Source: an optimization exercise on an open RTL-to-GDS flow (aim: small area and a short achievable clock period). Production flows keep margins and buffers that such runs may drop. RTL that was checked went through simulation tests only; none was proved equivalent to the original. Power figures rest on the tool's default switching activity, not on a simulated workload.

==> flow/design.v (excerpt) <==
module fp_add #(
    parameter pDATA_WIDTH = 64,
    parameter pEXP_WIDTH  = 11,
    parameter pFRAC_WIDTH = 52
) (
    input  [(pDATA_WIDTH-1):0] in_A,
    input  [(pDATA_WIDTH-1):0] in_B,
    input                      clk,
    input                      rst_n,
    input                      in_valid,
    output [(pDATA_WIDTH-1):0] result,
    output                     out_valid
);
For scale: ~4,100 cells after synthesis, ~0.027 sq mm of cells after synthesis.
==> flow/config.mk <==
export PLATFORM = sky130hd
export DESIGN_NAME = fp_add
export DESIGN_NICKNAME = fp_add
export VERILOG_FILES = /design/flow/design.v
export SDC_FILE = /design/flow/constraint.sdc
export NUM_CORES = 8
export LEC_CHECK = 0
export ABC_AREA = 1
export CAP_MARGIN = 20
export CORE_MARGIN = 2
export CORE_UTILIZATION = 60
export SLEW_MARGIN = 20
==> flow/constraint.sdc <==
create_clock -name core_clock -period 12.5 [get_ports {clk}]
set_input_delay 2.5000 -clock core_clock [delete_from_list [all_inputs] [get_ports {clk}]]
set_output_delay 2.5000 -clock core_clock [all_outputs]
set_load 0.01 [all_outputs]
standard.sh (not shown) runs the stock make flow with config.mk's settings and CLKGATE_MAP_FILE= SYNTH_SCRIPT=/design/flow/synth_recipe.tcl, a recipe that flattens the netlist after the stock synthesis.
==> flow/flow/run.sh <==
#!/bin/bash
# The standard layout (standard.sh) with these changes:
#  - timing repair aimed below the clock period (SETUP_SLACK_MARGIN);
#  - clock tree with sink clusters of at most 24; port buffers of type buf_2.
{ head -n 1 synth_recipe.tcl; cat flow/abc_override.tcl; tail -n +2 synth_recipe.tcl; } > synth_custom.tcl
export FLOW_ABC_SCRIPT=$PWD/flow/map.abc
bash standard.sh SYNTH_SCRIPT=$PWD/synth_custom.tcl ADDER_MAP_FILE= SETUP_SLACK_MARGIN=8.9 \
  "CTS_ARGS=-sink_clustering_enable -repair_clock_nets -sink_clustering_size 24 -sink_clustering_max_diameter 80 -dont_use_dummy_load" \
  "BUFFER_PORTS_ARGS=-buffer_cell sky130_fd_sc_hd__buf_2" finish > standard.log 2>&1
==> flow/flow/abc_override.tcl <==
# Use map.abc (in the flow folder) as the ABC script of the standard synthesis.
proc abc {args} {
  set i [lsearch -exact $args -script]
  if {$i >= 0} { lset args [expr {$i + 1}] $::env(FLOW_ABC_SCRIPT) }
  yosys abc {*}$args
}
==> flow/flow/map.abc <==
strash
balance
rewrite
refactor
balance
rewrite
rewrite -z
balance
refactor -z
rewrite -z
balance
dch
map -B 0.9
topo
stime -c
buffer -c
upsize -c
dnsize -c
Rerun with:
==> flow/flow/run.sh (replaced) <==
#!/bin/bash
bash standard.sh ADDER_MAP_FILE= SETUP_SLACK_MARGIN=8.9 \
  "CTS_ARGS=-sink_clustering_enable -repair_clock_nets -sink_clustering_size 12 -sink_clustering_max_diameter 50 -dont_use_dummy_load -buf_list sky130_fd_sc_hd__clkbuf_8 -root_buf sky130_fd_sc_hd__clkbuf_16" \
  "BUFFER_PORTS_ARGS=-buffer_cell sky130_fd_sc_hd__buf_2" finish > standard.log 2>&1
removed: flow/flow/abc_override.tcl
removed: flow/flow/map.abc
Result: Flip-flop and latch count does not change. Worst setup slack improved by 0.053 ns. Count of clock-buffer cells in the layout went up by 24. Power went down by 1.4%. Combinational power went down by about 5%. Die area went up by 0.69%. Routed wire length went down by 1.1%. Non-clock buffer count went down by 4. Synthesized cell count barely changes. Utilization hardly moves. Worst hold slack got worse by 0.018 ns.

========
Another version of the RTL of fp_add (not shown whole).
Size in the first run: roughly 4200 cells after synthesis, about 480 flip-flops, roughly 200 I/O pins, roughly 27000 um2 of cells after synthesis.
// fp_add
module fp_add #(
    parameter pDATA_WIDTH = 64,
    parameter pEXP_WIDTH  = 11,
    parameter pFRAC_WIDTH = 52
) (
    input  [(pDATA_WIDTH-1):0] in_A,
    input  [(pDATA_WIDTH-1):0] in_B,
    input                      clk,
    input                      rst_n,
    input                      in_valid,
    output [(pDATA_WIDTH-1):0] result,
    output                     out_valid
);
clock: 12.5 ns
lec_check: 0
abc_area: 1
cap_margin: 20
core_margin: 2
core_utilization: 60
slew_margin: 20
==> flow/flow/run.sh <==
#!/bin/bash
bash standard.sh ADDER_MAP_FILE= SETUP_SLACK_MARGIN=8.9 \
  "CTS_ARGS=-sink_clustering_enable -repair_clock_nets -sink_clustering_size 16 -sink_clustering_max_diameter 60 -dont_use_dummy_load -buf_list sky130_fd_sc_hd__clkbuf_8 -root_buf sky130_fd_sc_hd__clkbuf_16" \
  "BUFFER_PORTS_ARGS=-buffer_cell sky130_fd_sc_hd__buf_2" finish > standard.log 2>&1
The baseline passed the timing, DRC and antenna checks.
Next try:
==> flow/flow/run.sh (replaced) <==
#!/bin/bash
bash standard.sh ADDER_MAP_FILE= SETUP_SLACK_MARGIN=8.95 \
  "CTS_ARGS=-sink_clustering_enable -repair_clock_nets -sink_clustering_size 24 -sink_clustering_max_diameter 80 -dont_use_dummy_load" \
  "BUFFER_PORTS_ARGS=-buffer_cell sky130_fd_sc_hd__buf_2" finish > standard.log 2>&1
- CORE_UTILIZATION: 60 -> 50
What happened:
- first-iteration DRC count is higher by 3.2%
- die area rises by 20%
- register-to-register slack is better by 190 ps
- sequential share of layout area decreases by 0.58 points
- fmax falls by 0.37%
Function was not checked in any run of this note: the RTL went through the layout flow alone.

========
fp_add with an RTL version that a note above also has.
Size in the first run: ~3500 cells after synthesis, about 480 flip-flops, roughly 200 I/O pins, roughly 0.028 sq mm of cells after synthesis.
export LEC_CHECK = 0
export ABC_AREA = 0
export CAP_MARGIN = 20
export CORE_MARGIN = 2
export CORE_UTILIZATION = 60
export SLEW_MARGIN = 20
create_clock -name core_clock -period 12.5 [get_ports {clk}]
==> flow/flow/run.sh <==
#!/bin/bash
bash standard.sh ADDER_MAP_FILE= SETUP_SLACK_MARGIN=8.9 \
  "CTS_ARGS=-sink_clustering_enable -repair_clock_nets -sink_clustering_size 16 -sink_clustering_max_diameter 60 -dont_use_dummy_load -buf_list sky130_fd_sc_hd__clkbuf_8 -root_buf sky130_fd_sc_hd__clkbuf_16" \
  POST_GLOBAL_PLACE_TCL=$PWD/flow/post_gpl.tcl "BUFFER_PORTS_ARGS=-buffer_cell sky130_fd_sc_hd__buf_1" finish > standard.log 2>&1
==> flow/flow/post_gpl.tcl <==
# POST_GLOBAL_PLACE hook: every port got a buf_1 buffer (BUFFER_PORTS_ARGS); make the
# output ports' buffers buf_2, which drive the output load faster.
foreach port [get_ports -filter "direction == output"] {
  set net [get_nets [get_full_name $port]]
  foreach pin [get_pins -of_objects $net -filter "direction == output"] {
    set inst [get_cells -of_objects $pin]
    if {[get_property $inst ref_name] eq "sky130_fd_sc_hd__buf_1"} {
      replace_cell $inst sky130_fd_sc_hd__buf_2
    }
  }
}
Edit:
==> flow/flow/run.sh (replaced) <==
#!/bin/bash
bash standard.sh ADDER_MAP_FILE= SETUP_SLACK_MARGIN=8.95 \
  "CTS_ARGS=-sink_clustering_enable -repair_clock_nets -sink_clustering_size 24 -sink_clustering_max_diameter 80 -dont_use_dummy_load" \
  "BUFFER_PORTS_ARGS=-buffer_cell sky130_fd_sc_hd__buf_2" finish > standard.log 2>&1
Settings changed: ABC_AREA 0 to 1, CORE_UTILIZATION 60 to 65.
removed: flow/flow/post_gpl.tcl
Result: The changed run went through all stages and came out clean; critical path depth falls by 12; worst setup slack improves by 0.33 ns; die area falls by 13%.
Edit:
==> flow/flow/run.sh (replaced) <==
#!/bin/bash
bash standard.sh ADDER_MAP_FILE= SETUP_SLACK_MARGIN=8.9 \
  "CTS_ARGS=-sink_clustering_enable -repair_clock_nets -sink_clustering_size 24 -sink_clustering_max_diameter 80 -dont_use_dummy_load" \
  "BUFFER_PORTS_ARGS=-buffer_cell sky130_fd_sc_hd__buf_2" finish > standard.log 2>&1
Settings changed: CORE_UTILIZATION 65 to 60.
- critical path depth stays the same
- register-to-register slack gains 0.05 ns
- worst setup slack improved by 0.018 ns
- final area shrinks by about 0.37%
- wire length drops by about 1%

========
fp_add again, from the RTL that the note above started with.
## fp_add
module fp_add #(
    parameter pDATA_WIDTH = 64,
    parameter pEXP_WIDTH  = 11,
    parameter pFRAC_WIDTH = 52
) (
    input  [(pDATA_WIDTH-1):0] in_A,
    input  [(pDATA_WIDTH-1):0] in_B,
    input                      clk,
    input                      rst_n,
    input                      in_valid,
    output [(pDATA_WIDTH-1):0] result,
    output                     out_valid
);
    wire [10:0] ea_s0 = in_A[62:52];
    wire [10:0] eb_s0 = in_B[62:52];
    wire [6:0] dab_s0;
    wire [6:0] dba_s0;
    wire [5:0] dh_s0;
    fpa_add #(.N(7)) u_dab_0 (.a({1'b0, ea_s0[5:0]}), .b({1'b1, ~eb_s0[5:0]}), .ci(1'b1), .s(dab_s0));
    fpa_add #(.N(7)) u_dba_0 (.a({1'b0, eb_s0[5:0]}), .b({1'b1, ~ea_s0[5:0]}), .ci(1'b1), .s(dba_s0));
    fpa_add #(.N(6)) u_dh_0 (.a({1'b0, ea_s0[10:6]}), .b({1'b1, ~eb_s0[10:6]}), .ci(1'b1), .s(dh_s0));
    wire elt_s0 = dh_s0[5] | (~|dh_s0 & dab_s0[6]);
    reg v_al;
    always @(posedge clk or negedge rst_n)
        if (!rst_n) v_al <= 1'b0;
  ...
==> flow/config.mk <==
export PLATFORM = sky130hd
export DESIGN_NAME = fp_add
export DESIGN_NICKNAME = fp_add
export VERILOG_FILES = /design/flow/design.v
export SDC_FILE = /design/flow/constraint.sdc
export NUM_CORES = 8
export LEC_CHECK = 0
export ABC_AREA = 1
export CAP_MARGIN = 20
export CORE_MARGIN = 2
export CORE_UTILIZATION = 50
export SLEW_MARGIN = 20
==> flow/constraint.sdc <==
create_clock -name core_clock -period 12.5 [get_ports {clk}]
set_input_delay 2.5000 -clock core_clock [delete_from_list [all_inputs] [get_ports {clk}]]
set_output_delay 2.5000 -clock core_clock [all_outputs]
set_load 0.01 [all_outputs]
==> flow/flow/run.sh <==
#!/bin/bash
bash standard.sh ADDER_MAP_FILE= SETUP_SLACK_MARGIN=8.95 \
  "CTS_ARGS=-sink_clustering_enable -repair_clock_nets -sink_clustering_size 24 -sink_clustering_max_diameter 80 -dont_use_dummy_load" \
  "BUFFER_PORTS_ARGS=-buffer_cell sky130_fd_sc_hd__buf_2" finish > standard.log 2>&1
The baseline ran to the end with no violations.
Change:
==> flow/flow/run.sh (replaced) <==
#!/bin/bash
# The standard layout (standard.sh), with these changes:
#  - timing repair aimed below the clock period (SETUP_SLACK_MARGIN);
#  - clock tree: sink clusters of at most 16 flip-flops, clkbuf_8 below a clkbuf_16 root;
#  - port buffers: buf_1 on every port (BUFFER_PORTS_ARGS), then flow/post_gpl.tcl makes the
#    output ports' buffers buf_2.
# standard.sh's make output goes to standard.log; each step's full log is under orfs/logs.
bash standard.sh ADDER_MAP_FILE= SETUP_SLACK_MARGIN=8.9 \
  "CTS_ARGS=-sink_clustering_enable -repair_clock_nets -sink_clustering_size 16 -sink_clustering_max_diameter 60 -dont_use_dummy_load -buf_list sky130_fd_sc_hd__clkbuf_8 -root_buf sky130_fd_sc_hd__clkbuf_16" \
  POST_GLOBAL_PLACE_TCL=$PWD/flow/post_gpl.tcl "BUFFER_PORTS_ARGS=-buffer_cell sky130_fd_sc_hd__buf_1" finish > standard.log 2>&1
==> flow/flow/post_gpl.tcl (new file) <==
# POST_GLOBAL_PLACE hook: every port got a buf_1 buffer (BUFFER_PORTS_ARGS); make the
# output ports' buffers buf_2, which drive the output load faster.
foreach port [get_ports -filter "direction == output"] {
  set net [get_nets [get_full_name $port]]
  foreach pin [get_pins -of_objects $net -filter "direction == output"] {
    set inst [get_cells -of_objects $pin]
    if {[get_property $inst ref_name] eq "sky130_fd_sc_hd__buf_1"} {
      replace_cell $inst sky130_fd_sc_hd__buf_2
    }
  }
}
CORE_UTILIZATION = 60   (was 50)
What happened: Via count is higher by 0.64%. Cell count is lower by 1.8%. Worst setup slack gains 67 ps. Clock-buffer cell count is higher by 11. Synthesized cell count is unchanged. Non-clock buffer count stays the same. Maximum frequency is higher by 1.9%.
Change:
==> flow/flow/run.sh (replaced) <==
#!/bin/bash
bash standard.sh ADDER_MAP_FILE= SETUP_SLACK_MARGIN=8.95 \
  "CTS_ARGS=-sink_clustering_enable -repair_clock_nets -sink_clustering_size 24 -sink_clustering_max_diameter 80 -dont_use_dummy_load" \
  "BUFFER_PORTS_ARGS=-buffer_cell sky130_fd_sc_hd__buf_2" finish > standard.log 2>&1
CORE_UTILIZATION = 55   (was 60)
removed: flow/flow/post_gpl.tcl
=> Die area rose by 8.9%; power rose by 3.6%; global-route usage fell by 1.2 points; wire length rose by 6.0%; design area rose by 2.2%; cell count rose by 0.61%; synthesized area stays the same; via count rose by 0.32%.
Change:
==> flow/flow/run.sh (replaced) <==
#!/bin/bash
bash standard.sh ADDER_MAP_FILE= SETUP_SLACK_MARGIN=8.9 \
  "CTS_ARGS=-sink_clustering_enable -repair_clock_nets -sink_clustering_size 16 -sink_clustering_max_diameter 60 -dont_use_dummy_load " \
  "BUFFER_PORTS_ARGS=-buffer_cell sky130_fd_sc_hd__buf_2" finish > standard.log 2>&1
CORE_UTILIZATION = 60   (was 55)
=> Synthesized area is unchanged; worst setup slack improves by 60 ps; clock power climbs by 27%; flip-flop and latch count does not change.
Change:
==> flow/flow/run.sh (replaced) <==
#!/bin/bash
bash standard.sh ADDER_MAP_FILE= SETUP_SLACK_MARGIN=8.9 \
  "CTS_ARGS=-sink_clustering_enable -repair_clock_nets -sink_clustering_size 16 -sink_clustering_max_diameter 60 -dont_use_dummy_load -buf_list sky130_fd_sc_hd__clkbuf_8 -root_buf sky130_fd_sc_hd__clkbuf_16" \
  "BUFFER_PORTS_ARGS=-buffer_cell sky130_fd_sc_hd__buf_2" finish > standard.log 2>&1
Result: Utilization drops by 0.89 points. Hold slack degrades by 3.8 ps. Die area is unchanged. Sequential cell count does not change. Final cell count stays the same. Sequential share of layout area climbs by 0.46 points. Cell area goes down slightly. Total power came out lower by a few percent. Worst setup slack gains 14 ps. Global-route usage shrinks by 0.24 points. First-iteration DRC count decreases by a few percent.

[what the ideal ports hide]
Ports are ideal in the flow. The routed layouts listed here were re-timed in OpenROAD. Step 1 (the two cells are an assumption about what drives the block):
set clk [get_ports {clk}]
set_driving_cell -lib_cell sky130_fd_sc_hd__clkbuf_16 $clk
set_driving_cell -lib_cell sky130_fd_sc_hd__buf_2 [delete_from_list [all_inputs] $clk]
Step 2 also shifts input and output timing later by t, the mid clock arrival at the registers, as if the neighbouring blocks saw the same clock. Three values: no drivers, after step 1, after step 2; two values: the first two.
run | t, ns | slack for setup (ns) | worst hold slack (ns)
the first run of note 1 | 0.641 | 8.899 / 8.840 / 8.376 | 0.337 / 0.337 / 0.337
the second run of note 1 | 0.594 | 8.952 / 8.895 / 8.493 | 0.319 / 0.319 / 0.319
the first run of note 2 | 0.599 | 8.946 / 8.885 / 8.456 | 0.333 / 0.333 / 0.333
the second run of note 2 | 0.649 | 8.932 / 8.869 / 8.495 | 0.318 / 0.318 / 0.318
the first run of note 3 | 0.595 | 8.539 / 8.539 / 8.333 | 0.327 / 0.327 / 0.327
the second run of note 3 | 0.649 | 8.871 / 8.813 / 8.468 | 0.334 / 0.334 / 0.334
the third run of note 3 | 0.641 | 8.890 / 8.833 / 8.497 | 0.286 / 0.286 / 0.286
the first run of note 4 | 0.648 | 8.878 / 8.816 / 8.428 | 0.285 / 0.285 / 0.285
the second run of note 4 | 0.593 | 8.945 / 8.886 / 8.497 | 0.296 / 0.296 / 0.296
the third run of note 4 | 0.639 | 8.879 / 8.820 / 8.474 | 0.297 / 0.297 / 0.297
the fourth run of note 4 | 0.607 | 8.939 / 8.883 / 8.489 | 0.309 / 0.309 / 0.309
the fifth run of note 4 | 0.587 | 8.954 / 8.897 / 8.491 | 0.305 / 0.305 / 0.305
After both steps every run listed still meets setup and hold. The setup slack of the first run of note 1, which loses most, moves by -0.059 ns with the drivers and by -0.523 ns with both steps.
